From an optimization exercise on the open Yosys and OpenROAD flow, aimed at small area and a short achievable clock period; shortcuts taken in it are not production practice.
Only simulation tests tie the RTL to the original design; equivalence was not proved.

==> build 12: inputs <==
Design fir_bandstop, start of the top module:
module fir_bandstop ( clk, in, out );
input  wire clk;
input  wire [15:0]in;
output wire [57:0]out;
wire [33:0] y;
wire ys;
wire [23:0] sg;
fir fir_bs_inst(
	.clk(clk),
	.in(in),
	.y(y),
	.ys(ys)
	);
genvar i;
generate
	for (i=0; i<24; i=i+1) begin: sign
		fir_sreg r ( .clk(clk), .d(ys), .q(sg[i]) );
	end
endgenerate
assign out = {sg, y};
endmodule
==> flow/config.mk <==
export PLATFORM = sky130hd
export DESIGN_NAME = fir_bandstop
export DESIGN_NICKNAME = fir_bandstop
export VERILOG_FILES = /design/flow/design.v
export SDC_FILE = /design/flow/constraint.sdc
export NUM_CORES = 4
export LEC_CHECK = 0
export CAP_MARGIN = 20
export CORE_MARGIN = 2
export CORE_UTILIZATION = 50
export CTS_CLUSTER_DIAMETER = 60
export CTS_CLUSTER_SIZE = 30
export SLEW_MARGIN = 20
export SYNTH_HIERARCHICAL = 1
export SYNTH_MINIMUM_KEEP_SIZE = 0
==> flow/constraint.sdc <==
create_clock -name core_clock -period 12.0 [get_ports {clk}]
set_input_delay 2.4000 -clock core_clock [delete_from_list [all_inputs] [get_ports {clk}]]
set_output_delay 2.4000 -clock core_clock [all_outputs]
set_load 0.01 [all_outputs]
standard.sh (not shown) runs the stock make flow with config.mk's settings and CLKGATE_MAP_FILE= SYNTH_SCRIPT=/design/flow/synth_recipe.tcl, a recipe that flattens the netlist after the stock synthesis.
==> flow/flow/run.sh <==
#!/bin/bash
set -euo pipefail
export BUFFER_PORTS_ARGS="-buffer_cell sky130_fd_sc_hd__buf_2"
export SETUP_SLACK_MARGIN=8.6
export CTS_ARGS="-sink_clustering_enable -repair_clock_nets -sink_clustering_size 24 -sink_clustering_max_diameter 45 -root_buf sky130_fd_sc_hd__clkbuf_16 -sink_clustering_buffer sky130_fd_sc_hd__clkbuf_8 -dont_use_dummy_load"
bash standard.sh > standard.log 2>&1   # ORFS's own logs stay under orfs/logs/
==> inputs of build 17, as changes to build 12 <==
==> flow/flow/run.sh (replaced) <==
#!/bin/bash
set -euo pipefail
export BUFFER_PORTS_ARGS="-buffer_cell sky130_fd_sc_hd__buf_2"
export SETUP_SLACK_MARGIN=8.5
export CTS_ARGS="-sink_clustering_enable -repair_clock_nets -sink_clustering_size 24 -sink_clustering_max_diameter 45 -root_buf sky130_fd_sc_hd__clkbuf_16 -sink_clustering_buffer sky130_fd_sc_hd__clkbuf_8 -dont_use_dummy_load"
bash standard.sh > standard.log 2>&1   # ORFS's own logs stay under orfs/logs/
==> comparison table <==
quantity	build 17	build 12
Run status	timing/DRC/antenna clean	timing/DRC/antenna clean
Total length of routed wires	163800 um	164000 um
Post-CTS setup buffer count	10	11
Worst-case setup margin in the final layout	8488 ps	8492 ps
Post-route met1 wirelength	64170 um	64070 um
Met1 routing resource usage after global routing	38.58%	38.90%
Final hold slack	292.8 ps	287.1 ps
Layout Area Growth over Synthesis	8.504%	9.133%
Wire length of the first global-routing pass	236100 um	236100 um
Fraction of standard cell area in multi-input logic	58.73%	58.52%
Fraction of the core area covered by cells at the end of the flow	54.64%	54.96%
Total of cells resized after clock tree synthesis	170	249
Multi-input combinational cell area	34360 um2	34430 um2
Path depth of the worst reg2reg path	6	12
Vias in the first global route	33610	33590
Fraction of met3 tracks used by global routing	8.728%	8.215%
Slew at the pin closest to its max-slew limit	1157 ps	1106 ps
Final cell count without fillers	5303	5314
Average routed wire per standard cell	30.90 um	30.86 um
Setup slack of the most critical reg-to-reg path	8530 ps	8550 ps
Achievable frequency	0.2848 GHz	0.2851 GHz

==> 03-09: inputs <==
Starting RTL as in the previous note.
clock: 12.0 ns
lec_check: 0
cap_margin: 20
core_margin: 2
core_utilization: 50
cts_cluster_diameter: 60
cts_cluster_size: 30
slew_margin: 20
synth_hierarchical: 1
synth_minimum_keep_size: 0
==> flow/flow/run.sh <==
#!/bin/bash
set -euo pipefail
export BUFFER_PORTS_ARGS="-buffer_cell sky130_fd_sc_hd__buf_2"
export SETUP_SLACK_MARGIN=8.5
export CTS_ARGS="-sink_clustering_enable -repair_clock_nets -sink_clustering_size 20 -sink_clustering_max_diameter 50 -root_buf sky130_fd_sc_hd__clkbuf_16 -sink_clustering_buffer sky130_fd_sc_hd__clkbuf_8 -dont_use_dummy_load"
bash standard.sh > standard.log 2>&1   # ORFS's own logs stay under orfs/logs/
==> 07-03: changes against 03-09 <==
==> flow/flow/run.sh (replaced) <==
#!/bin/bash
set -euo pipefail
export BUFFER_PORTS_ARGS="-buffer_cell sky130_fd_sc_hd__buf_2"
export SETUP_SLACK_MARGIN=8.6
export CTS_ARGS="-sink_clustering_enable -repair_clock_nets -sink_clustering_size 20 -sink_clustering_max_diameter 50 -root_buf sky130_fd_sc_hd__clkbuf_16 -sink_clustering_buffer sky130_fd_sc_hd__clkbuf_8 -dont_use_dummy_load"
bash standard.sh > standard.log 2>&1   # ORFS's own logs stay under orfs/logs/
==> 09-11: changes against 03-09 <==
==> flow/flow/run.sh (replaced) <==
#!/bin/bash
set -euo pipefail
export BUFFER_PORTS_ARGS="-buffer_cell sky130_fd_sc_hd__buf_2"
export SETUP_SLACK_MARGIN=8.5
export CTS_ARGS="-sink_clustering_enable -repair_clock_nets -sink_clustering_size 24 -sink_clustering_max_diameter 45 -root_buf sky130_fd_sc_hd__clkbuf_16 -sink_clustering_buffer sky130_fd_sc_hd__clkbuf_8 -dont_use_dummy_load"
bash standard.sh > standard.log 2>&1   # ORFS's own logs stay under orfs/logs/
--- a/flow/config.mk
+++ b/flow/config.mk
@@ -6,4 +6,5 @@
 export NUM_CORES = 4
 export LEC_CHECK = 0
+export ABC_AREA = 1
 export CAP_MARGIN = 20
 export CORE_MARGIN = 2
==> summary of the runs <==
03-09 ran to the end with no violations. 07-03 went through all stages and came out clean. 09-11 went through all stages and came out clean. The lowest non-clock buffer count belongs to 03-09, the highest to 07-03. Clock skew, highest first: 09-11, 07-03, 03-09. In 03-09 the area after synthesis is smaller than in 09-11, by 5.2%. Setup slack: 07-03 > 03-09 > 09-11. In critical path depth, 03-09 and 09-11 do not differ. Register-to-register slack: 07-03 is higher than 03-09 (0.02 ns).

separate check: timing with driven ports:
The results above use ideal ports. As a check the final layouts listed here were re-extracted and re-timed, cells and wires unchanged. Step 1: set_driving_cell puts a clkbuf_16 on clk and a buf_2 on each other input, an assumption about the parent block. Step 2 adds t to the input delays and takes it off the output delays; t is the mean of the earliest and latest rising clock arrival at the registers after step 1. Input paths then give back, and output paths get back, about the clock's delay inside the block. Three values: ideal ports, drivers, drivers and shift; two values: the first two.
| run | shift t [ns] | slack for setup (ns) | worst register clock-pin slew, ns | cell pins on the clock port's net |
|---|---|---|---|---|
| build 12 | 0.704 | 8.492 / 8.419 / 8.550 | 0.11 / 0.11 | 1 |
| build 17 | 0.705 | 8.488 / 8.421 / 8.535 | 0.11 / 0.11 | 1 |
| 03-09 | 0.691 | 8.480 / 8.411 / 8.513 | 0.11 / 0.11 | 1 |
| 07-03 | 0.699 | 8.483 / 8.404 / 8.529 | 0.11 / 0.11 | 1 |
| 09-11 | 0.751 | 8.466 / 8.387 / 8.501 | 0.12 / 0.12 | 1 |
After both steps every run listed still meets setup and hold.
